From an optimization exercise on the open Yosys and OpenROAD flow, aimed at small area, a short achievable clock period and few clock cycles; shortcuts taken in it are not production practice.
Where RTL was checked, it was by simulation tests only, not by an equivalence proof against the original.

==> module top, before the edit <==
module top(clk,
           rst,
           done,
           in_mem_data,
           out_mem_data,
           mux_data,
           en_in_mem,
           in_mem_addr,
           en_out_mem,
           out_mem_addr,
           out_mem_read,
           out_mem_write
           );
  input  clk;
  input  rst;
  input  [23:0]  in_mem_data;
  input  [7:0]   out_mem_data;
  output [7:0]   mux_data;
  output         en_in_mem;
  output [31:0]  in_mem_addr;
  output         en_out_mem;
  output [31:0]  out_mem_addr;
  output         out_mem_read;
  output         out_mem_write;
  output done;
  wire [18:0] in_addr;
  wire [18:0] out_addr;
  assign in_mem_addr  = {13'd0, in_addr};
  assign out_mem_addr = {13'd0, out_addr};
  sipu_core #(.W(800), .H(600), .K(6), .AW(19)) core(
    .clk(clk), .rst(rst),
    .in_mem_data(in_mem_data), .out_mem_data(out_mem_data),
    .mux_data(mux_data),
    .en_in_mem(en_in_mem), .in_mem_addr(in_addr),
    .en_out_mem(en_out_mem), .out_mem_addr(out_addr),
    .out_mem_read(out_mem_read), .out_mem_write(out_mem_write),
    .done(done));
endmodule
make LEC_CHECK=0 CAP_MARGIN=20 CORE_MARGIN=2 CORE_UTILIZATION=40 SLEW_MARGIN=20 finish   # period 24.0 ns
run.sh (not shown) runs the stock make flow with config.mk's settings and CLKGATE_MAP_FILE= SYNTH_SCRIPT=/design/flow/synth_recipe.tcl, a recipe that flattens the netlist after the stock synthesis.
The first run went through all stages and came out clean.
Testbench counts at the start, summed over its fixed seeds: cycles 2,560,228.
==> next run, changes <==
--- a/flow/design.v
+++ b/flow/design.v
@@ -262,7 +262,7 @@
   wire [18:0] out_addr;
   assign in_mem_addr  = {13'd0, in_addr};
   assign out_mem_addr = {13'd0, out_addr};
-  sipu_core #(.W(800), .H(600), .K(6), .AW(19)) core(
+  sipu_core #(.W(800), .H(600), .K(4), .AW(19)) core(
     .clk(clk), .rst(rst),
     .in_mem_data(in_mem_data), .out_mem_data(out_mem_data),
     .mux_data(mux_data),
After rerunning: Non-clock buffer count fell by 1; routed wire length rose by 0.80%; hold slack is better by 0.0035 ns; die area fell by 5.0%; first-iteration DRC count fell by 15%; via count fell by 0.40%; register-to-register slack is worse by 0.18 ns; maximum frequency fell by 2.4%; critical path depth rose by 4; sequential share of layout area fell by 3.1 points; sequential cell count fell by 37.
Testbench counts after the change, summed over its fixed seeds: cycles 2,880,124.

========
== the baseline ==
Another version of the RTL of top (not shown whole).
For scale: ~110 I/O pins, roughly 12000 µm² of cells after synthesis.
==> module err_terms, before the edit <==
module err_terms(
  input  [6:0] e,
  output [4:0] d3,
  output [5:0] d5,
  output [5:0] d7
  );
wire [2:0] h = e[6:4];
wire [3:0] l = e[3:0];
wire [1:0] k3 = (l >= 11) ? 2'd2 : (l >= 6) ? 2'd1 : 2'd0;
reg  [2:0] k5, k7;
always @(*) begin
  if (l >= 13)      k5 = 3'd4;
  else if (l >= 10) k5 = 3'd3;
  else if (l >= 7)  k5 = 3'd2;
  else if (l >= 4)  k5 = 3'd1;
  else              k5 = 3'd0;
  if (l >= 14)      k7 = 3'd6;
  else if (l >= 12) k7 = 3'd5;
  else if (l >= 10) k7 = 3'd4;
  else if (l >= 7)  k7 = 3'd3;
  else if (l >= 5)  k7 = 3'd2;
  else if (l >= 3)  k7 = 3'd1;
  else              k7 = 3'd0;
end
assign d3 = {1'b0, h, 1'b0} + {2'b00, h} + {3'b000, k3};
assign d5 = {1'b0, h, 2'b00} + {3'b000, h} + {3'b000, k5};
assign d7 = {h, 3'b000} - {3'b000, h} + {3'b000, k7};
endmodule
==> module err_dif, before the edit <==
module err_dif(
  input  [7:0] a,
  input  [6:0] c7,
  input  [6:0] ep,
  input        sp,
  input        m3,
  output [7:0] v,
  output       s,
  output [6:0] e
  );
wire [4:0] ep3;
err_terms et(.e(ep), .d3(ep3), .d5(), .d7());
wire [4:0] d3  = m3 ? ep3 : 5'd0;
wire [7:0] t;
sat_add u_t(.a(a), .m({3'b000, d3}), .neg(sp), .q(t));
sat_add u_v(.a(t), .m({2'b00, c7[5:0]}), .neg(c7[6]), .q(v));
assign s  = v[7];
assign e  = v[6:0] ^ {7{v[7]}};
endmodule
==> module sipu_core, before the edit <==
module sipu_core #(
  parameter W  = 800,
  parameter H  = 600,
  parameter K  = 4,
  parameter AW = 19
  ) (
  input           clk,
  input           rst,
  input  [23:0]   in_mem_data,
  input  [7:0]    out_mem_data,
  output reg [7:0] mux_data,
  output          en_in_mem,
  output [AW-1:0] in_mem_addr,
  output          en_out_mem,
  output [AW-1:0] out_mem_addr,
  output          out_mem_read,
  output          out_mem_write,
  output          done
  );
localparam integer RW = 19;     
wire a_sel, idle, lane_k, x_last, x_nlast;
controller #(.W(W), .H(H), .K(K), .AW(AW)) ctrl(
  .clk(clk), .rst(rst), .oa(out_mem_addr), .ia(in_mem_addr),
  .rd(out_mem_read), .wr(out_mem_write), .done(done),
  .a_sel(a_sel), .idle(idle), .lane_k(lane_k), .x_last(x_last), .x_nlast(x_nlast));
assign en_in_mem  = 1'b1;
assign en_out_mem = 1'b1;
reg [RW*(K+1)-1:0] ring;
reg [RW:0]         tail;
reg [23:0]         in_q;
reg [7:0]          g1_q;     
reg [6:0]          e_q;      
reg                s_q;      
wire [RW-1:0] head = ring[RW-1:0];
wire [7:0]    a    = head[7:0];
wire [6:0]    c7   = head[18:12];
wire [7:0] v;
wire       s;
wire [6:0] e;
err_dif ed(.a(a), .c7(c7), .ep(e_q), .sp(s_q), .m3(!x_last),
           .v(v), .s(s), .e(e));
wire [5:0] ep5;
err_terms et5(.e(e_q), .d3(), .d5(ep5), .d7());
wire [2:0] d1n = x_nlast ? 3'd0 : e_q[6:4];
wire [3:0] d1_nx = ring[2*RW-8:2*RW-11];
wire [7:0] g, g1, a_calc;
grayscale gray(.d(in_q), .q(g));
sat_add u_g1(.a(g), .m({5'b00000, d1_nx[2:0]}), .neg(d1_nx[3]), .q(g1));
sat_add u_g5(.a(g1_q), .m({2'b00, ep5}), .neg(s_q), .q(a_calc));
wire [7:0] a_n  = a_sel ? out_mem_data : a_calc;
wire [7:0] c7_n = (x_last || lane_k) ? 8'd0 : {s, e};
wire [3:0] d1_n = {s_q && !x_nlast, d1n};
wire [5:0] t7;
err_terms et7(.e(tail[18:12]), .d3(), .d5(), .d7(t7));
always @(posedge clk) begin
  tail     <= {c7_n, d1_n, a_n};
  ring     <= {tail[19], t7, tail[11:0], ring[RW*(K+1)-1:RW]};
  in_q     <= in_mem_data;
  g1_q     <= g1;
  e_q      <= idle ? 7'd0 : e;
  s_q      <= s && !idle;
  mux_data <= lane_k ? v : {8{s}};
end
endmodule
export LEC_CHECK = 0
export CAP_MARGIN = 20
export CORE_MARGIN = 2
export CORE_UTILIZATION = 40
export SLEW_MARGIN = 20
create_clock -name core_clock -period 24.0 [get_ports {clk}]
standard.sh (not shown) runs the stock make flow with config.mk's settings and CLKGATE_MAP_FILE= SYNTH_SCRIPT=/design/flow/synth_recipe.tcl, a recipe that flattens the netlist after the stock synthesis.
==> flow/flow/run.sh <==
#!/bin/bash
set -o pipefail
export BUFFER_PORTS_ARGS="-buffer_cell sky130_fd_sc_hd__buf_2"
export CTS_ARGS="-sink_clustering_enable -repair_clock_nets -dont_use_dummy_load -sink_clustering_size 26 -sink_clustering_max_diameter 90 -buf_list {sky130_fd_sc_hd__clkbuf_16}"
bash standard.sh > standard.log 2>&1
Edits applied to the flow inputs when going from the baseline to the candidate:
diff --git a/flow/design.v b/flow/design.v
--- a/flow/design.v
+++ b/flow/design.v
@@ -28,36 +28,8 @@
 wire [8:0] r = {1'b0, a} + {1'b0, m ^ {8{neg}}} + {8'b0, neg};
 wire       ovf = r[8] ^ neg;
 assign q = ovf ? {8{~neg}} : r[7:0];
 endmodule
-module err_terms(
-  input  [6:0] e,
-  output [4:0] d3,
-  output [5:0] d5,
-  output [5:0] d7
-  );
-wire [2:0] h = e[6:4];
-wire [3:0] l = e[3:0];
-wire [1:0] k3 = (l >= 11) ? 2'd2 : (l >= 6) ? 2'd1 : 2'd0;
-reg  [2:0] k5, k7;
-always @(*) begin
-  if (l >= 13)      k5 = 3'd4;
-  else if (l >= 10) k5 = 3'd3;
-  else if (l >= 7)  k5 = 3'd2;
-  else if (l >= 4)  k5 = 3'd1;
-  else              k5 = 3'd0;
-  if (l >= 14)      k7 = 3'd6;
-  else if (l >= 12) k7 = 3'd5;
-  else if (l >= 10) k7 = 3'd4;
-  else if (l >= 7)  k7 = 3'd3;
-  else if (l >= 5)  k7 = 3'd2;
-  else if (l >= 3)  k7 = 3'd1;
-  else              k7 = 3'd0;
-end
-assign d3 = {1'b0, h, 1'b0} + {2'b00, h} + {3'b000, k3};
-assign d5 = {1'b0, h, 2'b00} + {3'b000, h} + {3'b000, k5};
-assign d7 = {h, 3'b000} - {3'b000, h} + {3'b000, k7};
-endmodule
 module err_dif(
   input  [7:0] a,
   input  [6:0] c7,
   input  [6:0] ep,
@@ -66,11 +38,10 @@
   output [7:0] v,
   output       s,
   output [6:0] e
   );
-wire [4:0] ep3;
-err_terms et(.e(ep), .d3(ep3), .d5(), .d7());
-wire [4:0] d3  = m3 ? ep3 : 5'd0;
+wire [8:0] ep3 = {2'b00, ep} + {1'b0, ep, 1'b0};
+wire [4:0] d3  = m3 ? ep3[8:4] : 5'd0;
 wire [7:0] t;
 sat_add u_t(.a(a), .m({3'b000, d3}), .neg(sp), .q(t));
 sat_add u_v(.a(t), .m({2'b00, c7[5:0]}), .neg(c7[6]), .q(v));
 assign s  = v[7];
@@ -233,24 +204,22 @@
 wire       s;
 wire [6:0] e;
 err_dif ed(.a(a), .c7(c7), .ep(e_q), .sp(s_q), .m3(!x_last),
            .v(v), .s(s), .e(e));
-wire [5:0] ep5;
-err_terms et5(.e(e_q), .d3(), .d5(ep5), .d7());
+wire [9:0] ep5 = {3'b000, e_q} + {1'b0, e_q, 2'b00};
 wire [2:0] d1n = x_nlast ? 3'd0 : e_q[6:4];
 wire [3:0] d1_nx = ring[2*RW-8:2*RW-11];
 wire [7:0] g, g1, a_calc;
 grayscale gray(.d(in_q), .q(g));
 sat_add u_g1(.a(g), .m({5'b00000, d1_nx[2:0]}), .neg(d1_nx[3]), .q(g1));
-sat_add u_g5(.a(g1_q), .m({2'b00, ep5}), .neg(s_q), .q(a_calc));
+sat_add u_g5(.a(g1_q), .m({2'b00, ep5[9:4]}), .neg(s_q), .q(a_calc));
 wire [7:0] a_n  = a_sel ? out_mem_data : a_calc;
 wire [7:0] c7_n = (x_last || lane_k) ? 8'd0 : {s, e};
 wire [3:0] d1_n = {s_q && !x_nlast, d1n};
-wire [5:0] t7;
-err_terms et7(.e(tail[18:12]), .d3(), .d5(), .d7(t7));
+wire [9:0] t7 = {tail[18:12], 3'b000} - {3'b000, tail[18:12]};
 always @(posedge clk) begin
   tail     <= {c7_n, d1_n, a_n};
-  ring     <= {tail[19], t7, tail[11:0], ring[RW*(K+1)-1:RW]};
+  ring     <= {tail[19], t7[9:4], tail[11:0], ring[RW*(K+1)-1:RW]};
   in_q     <= in_mem_data;
   g1_q     <= g1;
   e_q      <= idle ? 7'd0 : e;
   s_q      <= s && !idle;
@@ -285,9 +254,9 @@
   wire [18:0] in_addr;
   wire [18:0] out_addr;
   assign in_mem_addr  = {13'd0, in_addr};
   assign out_mem_addr = {13'd0, out_addr};
-  sipu_core #(.W(800), .H(600), .K(6), .AW(19)) core(
+  sipu_core #(.W(800), .H(600), .K(7), .AW(19)) core(
     .clk(clk), .rst(rst),
     .in_mem_data(in_mem_data), .out_mem_data(out_mem_data),
     .mux_data(mux_data),
     .en_in_mem(en_in_mem), .in_mem_addr(in_addr),
==> comparison <==
No stage failed in the candidate, and the final checks on the layout all came back clean.
Synthesized cell count of the candidate exceeds that of the baseline by a few percent.
Summary of the candidate over the baseline: die area picked up an extra 1500 µm²; multi-input combinational cell count rose 4.0%.
No run of this note included a check of the RTL's function; only the layout flow was run.

-- what the ideal ports hide --
No port has a modelled driver above. Below, the same layouts with a new extraction and two added sets of constraints.
Step 1 assumes that a clkbuf_16 drives the clock port and a buf_2 every other input.
Step 2 also shifts input and output timing later by t, the mid clock arrival at the registers, as if the neighbouring blocks saw the same clock.
a / b / c = ideal ports / drivers / drivers and shift; a / b = the first two.
| run | shift t [ns] | slack for setup (ns) | worst setup path at the end | worst data-port slew with drivers (ns) | pins driven straight from the clock port |
|---|---|---|---|---|---|
| the first run of note 1 | 0.587 | 16.681 / 16.681 / 16.681 | register to register | 0.04 | 1 |
| the second run of note 1 | 0.558 | 16.497 / 16.497 / 16.497 | register to register | 0.04 | 1 |
| the baseline | 0.517 | 17.645 / 17.645 / 17.645 | register to register | 0.03 | 1 |
| the candidate | 0.529 | 17.973 / 17.925 / 18.044 | register to register | 0.04 | 1 |
After both steps setup and hold are still met in every run listed.
